Context: an optimization exercise on an open-source flow, tuned for small area. The choices shown serve that exercise and are no tape-out recipe.
RTL that was checked went through simulation tests only; none was proved equivalent to the original.

==> inputs of branch raven <==
// snake_game
module snake_game(
    input clk,
    input resetButton,
    input palette,
    input step,
    input up, down, left, right,
    output [3:0]r,
    output [3:0]g,
    output [3:0]b,
    output vsync,
    output hsync,
    output [7:0]anode,
    output wire A,
    output wire B,
    output wire C,
    output wire D,
    output wire E,
    output wire F,
    output wire G,
    output wire [7:0] score_cnt
    );
clock: 20.0 ns
lec_check: 0
cap_margin: 20
core_margin: 2
core_utilization: 40
place_density: 0.6
slew_margin: 20
synth_hierarchical: 1
run.sh (not shown) runs the stock make flow with config.mk's settings and CLKGATE_MAP_FILE= SYNTH_SCRIPT=/design/flow/synth_recipe.tcl, a recipe that flattens the netlist after the stock synthesis.
==> inputs of branch sierra, as changes to branch raven <==
--- a/flow/design.v
+++ b/flow/design.v
@@ -105,30 +105,38 @@
     wire [4:0] uy [0:10];
     assign ux[0] = dx0;
     assign uy[0] = dy0;
     wire [19:0] hit;       
     wire [19:0] bump;      
-    wire [19:0] vis;
+    wire [10:0] fx0, fxp, fxm, fy0, fyp, fym;
     genvar i;
     generate
-        for (i = 0; i < 20; i = i + 1) begin : vg
-            if (i < 2) begin : v0
-                assign vis[i] = 1'b1;
-            end else begin : v1
-                assign vis[i] = (score > i - 2);
-            end
+        for (i = 0; i < 11; i = i + 1) begin : fl
+            wire xh0 = (ux[i][4:1] == 4'd0);
+            wire xh1 = (ux[i][4:1] == 4'hF);
+            wire yh0 = (uy[i][4:1] == 4'd0);
+            wire yh1 = (uy[i][4:1] == 4'hF);
+            assign fx0[i] = xh0 & ~ux[i][0];
+            assign fxp[i] = xh0 & ux[i][0];
+            assign fxm[i] = xh1 & ux[i][0];
+            assign fy0[i] = yh0 & ~uy[i][0];
+            assign fyp[i] = yh0 & uy[i][0];
+            assign fym[i] = yh1 & uy[i][0];
         end
         for (i = 0; i < 10; i = i + 1) begin : chain
             wire [1:0] ma = mv[4*i+1:4*i];
             snake_link2 link(.tx(ux[i]), .ty(uy[i]), .ma(ma), .mb(mv[4*i+3:4*i+2]),
                 .ox(ux[i+1]), .oy(uy[i+1]));
-            wire [4:0] vx = ma[1] ? 5'd0 : (ma[0] ? 5'b11111 : 5'd1);
-            wire [4:0] vy = ma[1] ? (ma[0] ? 5'd1 : 5'b11111) : 5'd0;
-            assign hit[2*i] = vis[2*i] && (ux[i] == vx) && (uy[i] == vy);
-            assign hit[2*i+1] = vis[2*i+1] && (ux[i+1] == 5'd0) && (uy[i+1] == 5'd0);
+            assign hit[2*i] = ma[1] ? (fx0[i] & (ma[0] ? fyp[i] : fym[i])) :
+                                      (fy0[i] & (ma[0] ? fxm[i] : fxp[i]));
+            assign hit[2*i+1] = fx0[i+1] & fy0[i+1];
             assign bump[2*i] = 1'b0;
-            assign bump[2*i+1] = vis[2*i+1] && (ux[i+1] == dx0) && (uy[i+1] == dy0);
+            if (i == 0) begin : b0
+                assign bump[1] = (mv[1] == mv[3]) && (mv[0] != mv[2]);
+            end else begin : b1
+                assign bump[2*i+1] = (score > 2*i - 1) && (ux[i+1] == dx0) && (uy[i+1][4:1] == dy0[4:1]);
+            end
         end
     endgenerate
     wire border_hit = (hc == 5'd0) || (hc == 5'd31) || (hr == 5'd0) || (hr == 5'd23);
     always @(posedge clk)
         endgame <= border_hit || (|bump);
@@ -156,17 +164,17 @@
                 ar <= c20;
             end
         end
     end
     wire apple_pix = (col[4:0] == ac) && (row == ar);
-    wire head_pix = (dx0 == 5'd0) && (dy0 == 5'd0);
+    wire head_pix = fx0[0] & fy0[0];
     wire border_pix = (col == 6'd0 && xm < 5'd10) || (col == 6'd31 && xm > 5'd10) ||
                       (row == 5'd0 && ym < 5'd10) || (row == 5'd23 && ym > 5'd10);
     wire grid_pix = (xm == 5'd0) || (ym == 5'd0);
     wire [3:0] code_n;
     snake_colour colour(.di(di), .endgame(endgame), .apple_pix(apple_pix), .head_pix(head_pix),
-        .border_pix(border_pix), .grid_pix(grid_pix), .palette(palette), .hit(hit), .code(code_n));
+        .border_pix(border_pix), .grid_pix(grid_pix), .palette(palette), .hit(hit), .score(score), .code(code_n));
     reg [3:0] code;
     always @(posedge clk) code <= code_n;
     snake_rgb rgbdec(.code(code), .r(r), .g(g), .b(b));
     reg [2:0] refcnt;
     reg [2:0] row5;
@@ -205,22 +213,25 @@
     assign oy = ty + {{2{dy[2]}}, dy};
 endmodule
 module snake_colour(
     input di, endgame, apple_pix, head_pix, border_pix, grid_pix, palette,
     input [19:0] hit,
+    input [7:0] score,
     output reg [3:0] code
     );
-    reg seg_any, fpar;
+    reg hit_any, fpar;
     reg [1:0] fm3;
+    reg [4:0] fidx;
     integer k;
     always @(*) begin
-        seg_any = 1'b0; fpar = 1'b0; fm3 = 2'd0;
+        hit_any = 1'b0; fpar = 1'b0; fm3 = 2'd0; fidx = 5'd0;
         for (k = 19; k >= 0; k = k - 1)
             if (hit[k]) begin
-                seg_any = 1'b1; fpar = k % 2; fm3 = k % 3;
-            end
-    end
+                hit_any = 1'b1; fpar = k % 2; fm3 = k % 3; fidx = k;
+            end
+    end
+    wire seg_any = hit_any && (fidx < 5'd2 || {3'b0, fidx} <= score + 8'd1);
     always @(*) begin
         if (!di) code = 4'd0;
         else if (endgame) code = 4'd1;
         else if (apple_pix) code = palette ? 4'd2 : 4'd3;
         else if (head_pix) code = palette ? 4'd4 : 4'd0;
==> flow/flow/run.sh (new file) <==
#!/bin/bash
# Layout flow: the standard ORFS flow (standard.sh), with two changes:
#  - ABC maps the logic with an area-oriented script (Yosys, registers and
#    everything else in synthesis unchanged);
#  - ports are buffered with sky130_fd_sc_hd__buf_1.
# Each tool's output goes to orfs/logs/ as usual; make's output to flow.log.
set -euo pipefail
W=$(pwd)
rm -rf "$W/scripts"
cp -r "$FLOW_HOME/scripts" "$W/scripts"
cat > "$W/scripts/abc_speed.script" <<'ABC'
&get -n
&st
&syn2
&dch
&nf -R 1000 -p
&st
&syn2
&dch
&nf -R 1000 -p
&put
ABC
export SCRIPTS_DIR="$W/scripts"
export BUFFER_PORTS_ARGS="-buffer_cell sky130_fd_sc_hd__buf_1"
bash standard.sh > "$W/flow.log" 2>&1
==> flow/standard.sh (new file) <==
#!/bin/bash
# synth_recipe.tcl (not shown) runs the flow's synth.tcl, then flattens the netlist and writes it again
# the make line also repeats each setting of config.mk as NAME=value (left out here)
make -C /OpenROAD-flow-scripts/flow DESIGN_CONFIG=/design/flow/config.mk WORK_HOME=/design/flow/orfs CLKGATE_MAP_FILE= SYNTH_SCRIPT=/design/flow/synth_recipe.tcl "${@:-finish}"
--- a/flow/config.mk
+++ b/flow/config.mk
@@ -6,8 +6,9 @@
 export NUM_CORES = 4
 export LEC_CHECK = 0
 export CAP_MARGIN = 20
 export CORE_MARGIN = 2
 export CORE_UTILIZATION = 40
+export CTS_BUF_LIST = sky130_fd_sc_hd__clkbuf_8
 export PLACE_DENSITY = 0.6
 export SLEW_MARGIN = 20
 export SYNTH_HIERARCHICAL = 1
removed: flow/run.sh
==> comparison table <==
quantity                                             branch raven  branch sierra
Status                           no timing/DRC/antenna violations  no timing/DRC/antenna violations
Number of tapcells                                            461            402
Shortest period the worst path allows                    11.65 ns       13.08 ns
Synth Cell Area                                         14300 um2      12900 um2
Wire length of the first global-routing pass              59.9 mm        54.0 mm
Number of global-route vias before repair                   11200          10600
Xor/xnor share of the synthesized area                      0.155          0.143
Footprint of the multi-input gates                      10500 um2       9480 um2
Fraction of standard cell area in multi-input logic         0.674          0.672
Root Buffer Master                                      clkbuf_16       clkbuf_8
Total length of routed wires                              36.9 mm        32.9 mm
Critical path depth                                            33             55
Detailed route wirelength on metal3                       1.74 mm        1.14 mm
Maximum fanout count along the critical path                    7              8
Data arrival time at the worst-slack endpoint            12.03 ns       13.50 ns
Met2 Routed Length                                        16.8 mm        16.0 mm
For branch sierra, only the layout was checked, not whether the RTL still works.

* * *

==> inputs of pepper <==
Another version of the RTL of snake_game (not shown whole).
==> flow/config.mk <==
export PLATFORM = sky130hd
export DESIGN_NAME = snake_game
export DESIGN_NICKNAME = snake_game
export VERILOG_FILES = /design/flow/design.v
export SDC_FILE = /design/flow/constraint.sdc
export NUM_CORES = 4
export LEC_CHECK = 0
export CAP_MARGIN = 20
export CORE_MARGIN = 2
export CORE_UTILIZATION = 40
export PLACE_DENSITY = 0.6
export SLEW_MARGIN = 20
==> flow/constraint.sdc <==
create_clock -name core_clock -period 20.0 [get_ports {clk}]
set_input_delay 4.0000 -clock core_clock [delete_from_list [all_inputs] [get_ports {clk}]]
set_output_delay 4.0000 -clock core_clock [all_outputs]
set_load 0.01 [all_outputs]
Stock flow here: none of the scripts above is used.
==> violet (differences from pepper) <==
--- a/flow/design.v
+++ b/flow/design.v
@@ -73,53 +73,45 @@
     reg [39:0] mv;              
     reg [7:0] score;            
     reg endgame;
     reg [7:0] ascore;           
     reg [4:0] ac, ar;           
+    reg [3:0] aones;            
+    reg [3:0] dones;            
     assign score_cnt = score;
     wire restart = resetButton || (step && (endgame || dir_none));
     always @(posedge clk) begin
         if (restart) begin
             hc <= 5'd19; hr <= 5'd14;
             mv[3:0] <= 4'b0000;
             score <= 0;
+            dones <= 0;
         end else if (step) begin
             case (dir_c)
                 2'b00: hc <= hc + 1'b1;
                 2'b01: hc <= hc - 1'b1;
                 2'b10: hr <= hr - 1'b1;
                 2'b11: hr <= hr + 1'b1;
             endcase
             mv <= {mv[37:0], dir_c};
             score <= ascore;
+            dones <= aones;
         end
     end
     wire [4:0] dx0 = hc - col[4:0];
     wire [4:0] dy0 = hr - row;
-    function [4:0] incdec(input [4:0] x, input e, input s);
-        integer j;
-        reg c;
-        begin
-            c = e;
-            for (j = 0; j < 5; j = j + 1) begin
-                incdec[j] = x[j] ^ c;
-                c = c & ~(x[j] ^ s);
-            end
-        end
-    endfunction
     wire [4:0] tx [0:20];
     wire [4:0] ty [0:20];
     assign tx[0] = dx0;
     assign ty[0] = dy0;
     wire [19:0] hit;       
     wire [19:0] bump;      
     genvar i;
     generate
         for (i = 0; i < 20; i = i + 1) begin : chain
             wire [1:0] m = mv[2*i+1:2*i];
-            assign tx[i+1] = incdec(tx[i], ~m[1], m[0]);
-            assign ty[i+1] = incdec(ty[i], m[1], ~m[0]);
+            snake_step st(.tx(tx[i]), .ty(ty[i]), .m(m), .ox(tx[i+1]), .oy(ty[i+1]));
             wire vis;
             if (i < 2) begin : v0
                 assign vis = 1'b1;
             end else begin : v1
                 assign vis = (score > i - 2);
@@ -142,10 +134,11 @@
     always @(posedge clk) begin
         if (resetButton || endgame) begin
             ac <= 5'd10; ar <= 5'd12;
             q <= 5'd14; c28 <= 5'd15; c20 <= 5'd3;
             ascore <= 0;
+            aones <= 0;
         end else begin
             if (q == 5'd28 && c28 == 5'd27 && c20 == 5'd3) begin
                 q <= 0; c28 <= 5'd3; c20 <= 5'd3;
             end else begin
                 c28 <= (c28 == 5'd30) ? 5'd3 : c28 + 1'b1;
@@ -153,49 +146,53 @@
                 if (c28 == 5'd30 && c20 == 5'd22)
                     q <= q + 1'b1;
             end
             if (eat) begin
                 ascore <= ascore + 1'b1;
+                aones <= (ascore == 8'd255 || aones == 4'd9) ? 4'd0 : aones + 1'b1;
                 ac <= c28;
                 ar <= c20;
             end
         end
     end
     wire apple_pix = (col[4:0] == ac) && (row == ar);
     wire head_pix = (dx0 == 5'd0) && (dy0 == 5'd0);
     wire border_pix = (col == 6'd0 && xm < 5'd10) || (col == 6'd31 && xm > 5'd10) ||
                       (row == 5'd0 && ym < 5'd10) || (row == 5'd23 && ym > 5'd10);
     wire grid_pix = (xm == 5'd0) || (ym == 5'd0);
-    reg [11:0] seg_rgb;
-    reg seg_any;
+    reg seg_any, fpar;
+    reg [1:0] fm3;
     integer k;
     always @(*) begin
-        seg_rgb = 12'h000;
-        seg_any = 1'b0;
-        for (k = 19; k >= 0; k = k - 1) begin
+        seg_any = 1'b0; fpar = 1'b0; fm3 = 2'd0;
+        for (k = 19; k >= 0; k = k - 1)
             if (hit[k]) begin
-                seg_any = 1'b1;
-                if (palette)
-                    seg_rgb = (k % 2 == 0) ? 12'h690 : 12'h390;
-                else
-                    seg_rgb = (k % 3 == 0) ? 12'hF00 : (k % 3 == 1) ? 12'hEE2 : 12'h000;
-            end
-        end
-    end
-    reg [11:0] rgb_n;
-    always @(*) begin
-        if (!di) rgb_n = 12'h000;
-        else if (endgame) rgb_n = 12'h800;
-        else if (apple_pix) rgb_n = palette ? 12'hF00 : 12'h951;
-        else if (head_pix) rgb_n = palette ? 12'hC00 : 12'h000;
-        else if (seg_any) rgb_n = seg_rgb;
-        else if (border_pix) rgb_n = palette ? 12'hB52 : 12'h600;
-        else if (grid_pix) rgb_n = palette ? 12'h136 : 12'h875;
-        else rgb_n = palette ? 12'h060 : 12'hBA6;
-    end
+                seg_any = 1'b1; fpar = k % 2; fm3 = k % 3;
+            end
+    end
+    reg [3:0] code_n;
+    always @(*) begin
+        if (!di) code_n = 4'd0;
+        else if (endgame) code_n = 4'd1;
+        else if (apple_pix) code_n = palette ? 4'd2 : 4'd3;
+        else if (head_pix) code_n = palette ? 4'd4 : 4'd0;
+        else if (seg_any) code_n = palette ? (fpar ? 4'd6 : 4'd5) :
+                                   (fm3 == 2'd0 ? 4'd2 : fm3 == 2'd1 ? 4'd7 : 4'd0);
+        else if (border_pix) code_n = palette ? 4'd8 : 4'd9;
+        else if (grid_pix) code_n = palette ? 4'd10 : 4'd11;
+        else code_n = palette ? 4'd12 : 4'd13;
+    end
+    reg [3:0] code;
+    always @(posedge clk) code <= code_n;
     reg [11:0] rgb;
-    always @(posedge clk) rgb <= rgb_n;
+    always @(*)
+        case (code)
+            4'd0: rgb = 12'h000;  4'd1: rgb = 12'h800;  4'd2: rgb = 12'hF00;  4'd3: rgb = 12'h951;
+            4'd4: rgb = 12'hC00;  4'd5: rgb = 12'h690;  4'd6: rgb = 12'h390;  4'd7: rgb = 12'hEE2;
+            4'd8: rgb = 12'hB52;  4'd9: rgb = 12'h600;  4'd10: rgb = 12'h136; 4'd11: rgb = 12'h875;
+            4'd12: rgb = 12'h060; 4'd13: rgb = 12'hBA6; default: rgb = 12'h000;
+        endcase
     assign r = rgb[11:8];
     assign g = rgb[7:4];
     assign b = rgb[3:0];
     reg [2:0] refcnt;
     reg [2:0] row5;
@@ -216,11 +213,11 @@
         else if (tick) refcnt <= refcnt + 1'b1;
     assign anode = ~(8'd1 << refcnt);
     reg [6:0] seg7;    
     reg [3:0] ones;
     always @(*) begin
-        ones = score % 10;
+        ones = dones;
         case (refcnt)
             3'd0: case (ones)
                 4'd0: seg7 = 7'b1111110;
                 4'd1: seg7 = 7'b0110000;
                 4'd2: seg7 = 7'b1101101;
@@ -249,5 +246,24 @@
             default: seg7 = 7'b1011011;
         endcase
     end
     assign {A, B, C, D, E, F, G} = ~seg7;
 endmodule
+module snake_step(
+    input [4:0] tx, ty,
+    input [1:0] m,
+    output [4:0] ox, oy
+    );
+    function [4:0] incdec(input [4:0] x, input e, input s);
+        integer j;
+        reg c;
+        begin
+            c = e;
+            for (j = 0; j < 5; j = j + 1) begin
+                incdec[j] = x[j] ^ c;
+                c = c & ~(x[j] ^ s);
+            end
+        end
+    endfunction
+    assign ox = incdec(tx, ~m[1], m[0]);
+    assign oy = incdec(ty, m[1], ~m[0]);
+endmodule
Settings changed: SYNTH_HIERARCHICAL set to 1.
==> notes <==
pepper completed with no timing, DRC or antenna violations. violet passed the timing, DRC and antenna checks. Against pepper, the sequential share of layout area of violet is higher by 4.4 points. Between pepper and violet, the lower non-clock buffer count is in violet (gap 6). First-iteration DRC count: violet is smaller than pepper (about 40%). In violet the area after synthesis is smaller than in pepper, by about 18%.

* * *

==> job 130 <==
snake_game, a different RTL version from the one above (not shown whole).
export LEC_CHECK = 0
export CAP_MARGIN = 20
export CORE_MARGIN = 2
export CORE_UTILIZATION = 40
export GPL_TIMING_DRIVEN = 0
export PLACE_DENSITY = 0.6
export SLEW_MARGIN = 20
export SYNTH_HIERARCHICAL = 1
create_clock -name core_clock -period 20.0 [get_ports {clk}]
standard.sh (not shown) runs the stock make flow with config.mk's settings and CLKGATE_MAP_FILE= SYNTH_SCRIPT=/design/flow/synth_recipe.tcl, a recipe that flattens the netlist after the stock synthesis.
==> flow/flow/run.sh <==
#!/bin/bash
# Layout flow: the standard ORFS flow (standard.sh), with these changes:
#  - ABC maps the logic with an area-oriented script (Yosys, registers and
#    everything else in synthesis unchanged);
#  - ports are buffered with sky130_fd_sc_hd__buf_1;
#  - clock tree: clkbuf_8 buffers in clusters of up to 25 flip-flops, no dummy loads.
# Each tool's output goes to orfs/logs/ as usual; make's output to flow.log.
set -euo pipefail
W=$(pwd)
rm -rf "$W/scripts"
cp -r "$FLOW_HOME/scripts" "$W/scripts"
cat > "$W/scripts/abc_speed.script" <<'ABC'
&get -n
&st
&syn2
&dch -f
&nf -R 1000 -p
&st
&syn4
&dch -f
&nf -R 1000 -p
&st
&syn4
&dch -f
&nf -R 1000 -p
&put
ABC
export SCRIPTS_DIR="$W/scripts"
export BUFFER_PORTS_ARGS="-buffer_cell sky130_fd_sc_hd__buf_1"
export CTS_ARGS="-sink_clustering_enable -repair_clock_nets -dont_use_dummy_load -buf_list sky130_fd_sc_hd__clkbuf_8 -sink_clustering_size 25 -sink_clustering_max_diameter 80"
bash standard.sh > "$W/flow.log" 2>&1
==> job 9399 (differences from job 130) <==
--- a/flow/design.v
+++ b/flow/design.v
@@ -97,47 +97,51 @@
                 2'b11: hr <= hr + 1'b1;
             endcase
             mv <= {mv[37:0], dir_c};
             score <= nscore[7:0];
             dones <= nones;
         end
     end
-    wire [5:0] dx6 = {1'b0, hc} - col;
-    wire [5:0] dy6 = {1'b0, hr} - {1'b0, row};
-    wire [5:0] dp = dx6 + dy6;
-    wire [5:0] dq = dx6 - dy6;
-    wire rp = dp[0];
-    wire [4:0] cp [0:10];
-    wire [4:0] cq [0:10];
-    assign cp[0] = dp[5:1];
-    assign cq[0] = dq[5:1];
-    wire [9:0] phit;       
+    wire [4:0] dx0 = hc - col[4:0];
+    wire [4:0] dy0 = hr - row;
+    wire [4:0] ux [0:10];
+    wire [4:0] uy [0:10];
+    assign ux[0] = dx0;
+    assign uy[0] = dy0;
+    wire [19:0] hit;       
     wire [19:0] bump;      
-    wire [10:0] fp0, fp1, fq0, fq1;
+    wire [10:0] fx0, fxp, fxm, fy0, fyp, fym;
     genvar i;
     generate
         for (i = 0; i < 11; i = i + 1) begin : fl
-            assign fp0[i] = (cp[i] == 5'd0);
-            assign fp1[i] = (cp[i] == 5'h1F);
-            assign fq0[i] = (cq[i] == 5'd0);
-            assign fq1[i] = (cq[i] == 5'h1F);
+            wire xh0 = (ux[i][4:1] == 4'd0);
+            wire xh1 = (ux[i][4:1] == 4'hF);
+            wire yh0 = (uy[i][4:1] == 4'd0);
+            wire yh1 = (uy[i][4:1] == 4'hF);
+            assign fx0[i] = xh0 & ~ux[i][0];
+            assign fxp[i] = xh0 & ux[i][0];
+            assign fxm[i] = xh1 & ux[i][0];
+            assign fy0[i] = yh0 & ~uy[i][0];
+            assign fyp[i] = yh0 & uy[i][0];
+            assign fym[i] = yh1 & uy[i][0];
         end
         for (i = 0; i < 10; i = i + 1) begin : chain
             wire [1:0] ma = mv[4*i+1:4*i];
-            snake_link2 link(.tp(cp[i]), .tq(cq[i]), .ma(ma), .mb(mv[4*i+3:4*i+2]),
-                .op(cp[i+1]), .oq(cq[i+1]));
-            assign phit[i] = rp ? (((ma[1] == ma[0]) ? fp0[i] : fp1[i]) & (ma[0] ? fq1[i] : fq0[i])) :
-                                  (fp0[i+1] & fq0[i+1]);
+            snake_link2 link(.tx(ux[i]), .ty(uy[i]), .ma(ma), .mb(mv[4*i+3:4*i+2]),
+                .ox(ux[i+1]), .oy(uy[i+1]));
+            assign hit[2*i] = ma[1] ? (fx0[i] & (ma[0] ? fyp[i] : fym[i])) :
+                                      (fy0[i] & (ma[0] ? fxm[i] : fxp[i]));
+            assign hit[2*i+1] = fx0[i+1] & fy0[i+1];
             assign bump[2*i] = 1'b0;
             if (i == 0) begin : b0
                 assign bump[1] = (mv[1] == mv[3]) && (mv[0] != mv[2]);
             end else begin : b1
-                localparam W = (i + 1 < 4) ? 2 : (i + 1 < 8) ? 3 : 4;
-                assign bump[2*i+1] = (score > 2*i - 1) && (cp[i+1][W-1:0] == cp[0][W-1:0]) &&
-                                     (cq[i+1][W-1:0] == cq[0][W-1:0]);
+                localparam W = (2*i + 2 < 8) ? 3 : (2*i + 2 < 16) ? 4 : 5;
+                assign bump[2*i+1] = (score > 2*i - 1) && (ux[i+1][W-1:0] == dx0[W-1:0]) &&
+                                     (uy[i+1][W-1:1] == dy0[W-1:1]);
             end
         end
     endgenerate
     wire border_hit = (hc == 5'd0) || (hc == 5'd31) || (hr == 5'd0) || (hr == 5'd23);
     always @(posedge clk)
         endgame <= border_hit || (|bump);
     reg [4:0] q;
@@ -162,75 +166,67 @@
             if (eat) begin
                 ac <= c28;
                 ar <= c20;
             end
         end
     end
     wire apple_pix = (col[4:0] == ac) && (row == ar);
-    wire head_pix = ~rp & fp0[0] & fq0[0];
+    wire head_pix = fx0[0] & fy0[0];
     wire border_pix = (col == 6'd0 && xm < 5'd10) || (col == 6'd31 && xm > 5'd10) ||
                       (row == 5'd0 && ym < 5'd10) || (row == 5'd23 && ym > 5'd10);
     wire grid_pix = (xm == 5'd0) || (ym == 5'd0);
     wire [3:0] code_n;
     snake_colour colour(.di(di), .endgame(endgame), .apple_pix(apple_pix), .head_pix(head_pix),
-        .border_pix(border_pix), .grid_pix(grid_pix), .palette(palette), .phit(phit), .odd(~rp), .score(score), .code(code_n));
+        .border_pix(border_pix), .grid_pix(grid_pix), .palette(palette), .hit(hit), .score(score), .code(code_n));
     reg [3:0] code;
     always @(posedge clk) code <= code_n;
     snake_rgb rgbdec(.code(code), .r(r), .g(g), .b(b));
     reg [2:0] refcnt;
     wire tick_line = (row5 == 3'd0 && ym == 5'd12) || (row5 == 3'd1 && ym == 5'd17) ||
                      (row5 == 3'd3 && ym == 5'd2) || (row5 == 3'd4 && ym == 5'd7);
     wire tick = tick_line && col == 6'd19 && xm_end;
     always @(posedge clk)
         if (resetButton) refcnt <= 0;
         else if (tick) refcnt <= refcnt + 1'b1;
     assign anode = ~(8'd1 << refcnt);
     snake_seg7 seg7(.refcnt(refcnt), .score(score), .ones(dones), .seg({A, B, C, D, E, F, G}));
 endmodule
 module snake_link2(
-    input [4:0] tp, tq,
+    input [4:0] tx, ty,
     input [1:0] ma, mb,
-    output [4:0] op, oq
+    output [4:0] ox, oy
     );
-    function [4:0] incdec(input [4:0] x, input e, input s);
-        integer j;
-        reg c;
-        begin
-            c = e;
-            for (j = 0; j < 5; j = j + 1) begin
-                incdec[j] = x[j] ^ c;
-                c = c & ~(x[j] ^ s);
-            end
-        end
+    function [2:0] negvx(input [1:0] m);
+        negvx = m[1] ? 3'd0 : (m[0] ? 3'd1 : 3'b111);
+    endfunction
+    function [2:0] negvy(input [1:0] m);
+        negvy = m[1] ? (m[0] ? 3'b111 : 3'd1) : 3'd0;
     endfunction
-    wire pa = (ma[1] == ma[0]), pb = (mb[1] == mb[0]);
-    assign op = incdec(tp, pa == pb, ~pa);
-    assign oq = incdec(tq, ma[0] == mb[0], ma[0]);
+    wire [2:0] dx = negvx(ma) + negvx(mb);
+    wire [2:0] dy = negvy(ma) + negvy(mb);
+    assign ox = tx + {{2{dx[2]}}, dx};
+    assign oy = ty + {{2{dy[2]}}, dy};
 endmodule
 module snake_colour(
     input di, endgame, apple_pix, head_pix, border_pix, grid_pix, palette,
-    input [9:0] phit,
-    input odd,
+    input [19:0] hit,
     input [7:0] score,
     output reg [3:0] code
     );
-    reg hit_any;
-    reg [3:0] fpair;
+    reg hit_any, fpar;
+    reg [1:0] fm3;
+    reg [4:0] fidx;
     integer k;
     always @(*) begin
-        hit_any = 1'b0; fpair = 4'd0;
-        for (k = 9; k >= 0; k = k - 1)
-            if (phit[k]) begin
-                hit_any = 1'b1; fpair = k;
+        hit_any = 1'b0; fpar = 1'b0; fm3 = 2'd0; fidx = 5'd0;
+        for (k = 19; k >= 0; k = k - 1)
+            if (hit[k]) begin
+                hit_any = 1'b1; fpar = k % 2; fm3 = k % 3; fidx = k;
             end
     end
-    wire [4:0] fidx = {fpair, odd};
-    wire fpar = odd;
-    reg [1:0] fm3;
-    always @(*) fm3 = fidx % 3;
     wire seg_any = hit_any && (fidx < 5'd2 || {3'b0, fidx} <= score + 8'd1);
     always @(*) begin
         if (!di) code = 4'd8;
         else if (endgame) code = 4'd9;
         else if (apple_pix) code = palette ? 4'd0 : 4'd1;
         else if (head_pix) code = palette ? 4'd4 : 4'd8;
         else if (seg_any) code = palette ? (fpar ? 4'd13 : 4'd12) :
==> flow/flow/run.sh (replaced) <==
#!/bin/bash
# Layout flow: the standard ORFS flow (standard.sh), with these changes:
#  - ABC maps the logic with an area-oriented script (Yosys, registers and
#    everything else in synthesis unchanged);
#  - ports are buffered with sky130_fd_sc_hd__buf_1;
#  - clock tree: clkbuf_8 buffers, no dummy loads.
# Each tool's output goes to orfs/logs/ as usual; make's output to flow.log.
set -euo pipefail
W=$(pwd)
rm -rf "$W/scripts"
cp -r "$FLOW_HOME/scripts" "$W/scripts"
cat > "$W/scripts/abc_speed.script" <<'ABC'
&get -n
&st
&syn2
&dch
&nf -R 1000 -p
&st
&syn2
&dch
&nf -R 1000 -p
&put
ABC
export SCRIPTS_DIR="$W/scripts"
export BUFFER_PORTS_ARGS="-buffer_cell sky130_fd_sc_hd__buf_1"
export CTS_ARGS="-sink_clustering_enable -repair_clock_nets -dont_use_dummy_load -buf_list sky130_fd_sc_hd__clkbuf_8"
bash standard.sh > "$W/flow.log" 2>&1
==> job 4156 (differences from job 130) <==
--- a/flow/design.v
+++ b/flow/design.v
@@ -143,24 +143,24 @@
     reg [4:0] q;
     reg [4:0] c28;    
     reg [4:0] c20;    
     wire eat = (hc == ac) && (hr == ar);
     always @(posedge clk) begin
         if (resetButton || endgame) begin
             ac <= 5'd10; ar <= 5'd12;
-            q <= 5'd14; c28 <= 5'd15; c20 <= 5'd3;
+            q <= 5'd30; c28 <= 5'd15; c20 <= 5'd3;
             delta <= 0;
         end else begin
-            if (q == 5'd28 && c28 == 5'd27 && c20 == 5'd3) begin
-                q <= 0; c28 <= 5'd3; c20 <= 5'd3;
+            if (q == 5'd20 && c28 == 5'd27 && c20 == 5'd3) begin
+                q <= 5'd1; c28 <= 5'd3; c20 <= 5'd3;
             end else begin
                 c28 <= (c28 == 5'd30) ? 5'd3 : c28 + 1'b1;
                 c20 <= (c20 == 5'd22) ? 5'd3 : c20 + 1'b1;
                 if (c28 == 5'd30 && c20 == 5'd22)
-                    q <= q + 1'b1;
+                    q <= {q[3:0], q[4] ^ q[2]};
             end
             delta <= (step ? 2'd0 : delta) + eat;
             if (eat) begin
                 ac <= c28;
                 ar <= c20;
             end
         end
- CAP_MARGIN: 20 -> 0
- CORE_UTILIZATION: 40 -> 60
- PLACE_DENSITY: 0.6 -> 0.75
- SLEW_MARGIN: 20 -> 0
==> notes <==
The lowest via count belongs to job 9399, the highest to job 4156. Between job 130 and job 9399, the lower fmax is in job 130 (gap 15%, measured against job 9399). Utilization, lowest first: job 130, job 9399, job 4156. Synthesized area, lowest first: job 4156, job 130, job 9399. Between job 130 and job 4156, the lower synthesized cell count is in job 4156 (gap about 1.4%, measured against job 4156). Clock skew: job 9399 is lower than job 130 (6.5 ps).
The RTL of job 9399 and job 4156 was laid out without a check of its function.

-- what the ideal ports hide --
The results above use ideal ports. As a check the final layouts listed here were re-extracted and re-timed, cells and wires unchanged.
Step 1 (the two cells are an assumption about what drives the block):
set clk [get_ports {clk}]
set_driving_cell -lib_cell sky130_fd_sc_hd__clkbuf_16 $clk
set_driving_cell -lib_cell sky130_fd_sc_hd__buf_2 [delete_from_list [all_inputs] $clk]
Step 2 also shifts input and output timing later by t, the mid clock arrival at the registers, as if the neighbouring blocks saw the same clock.
a / b / c = ideal ports / drivers / drivers and shift; a / b = the first two.
| run | t (ns) | setup slack, ns | worst setup path after step 2 | latest minus earliest clock arrival (ns) | pins driven straight from the clock port |
|---|---|---|---|---|---|
| branch raven | 0.487 | 8.346 / 8.346 / 8.346 | register to register | 0.016 / 0.016 | 1 |
| branch sierra | 0.529 | 6.924 / 6.924 / 6.924 | register to register | 0.026 / 0.026 | 1 |
| pepper | 0.535 | 9.161 / 9.105 / 9.640 | register to output | 0.028 / 0.028 | 1 |
| violet | 0.510 | 4.991 / 4.991 / 4.991 | register to register | 0.011 / 0.011 | 1 |
| job 130 | 0.492 | 4.252 / 4.252 / 4.252 | register to register | 0.051 / 0.051 | 1 |
| job 9399 | 0.510 | 6.541 / 6.541 / 6.541 | register to register | 0.037 / 0.038 | 1 |
| job 4156 | 0.490 | 4.753 / 4.753 / 4.753 | register to register | 0.039 / 0.039 | 1 |
After both steps every run listed still meets setup and hold.
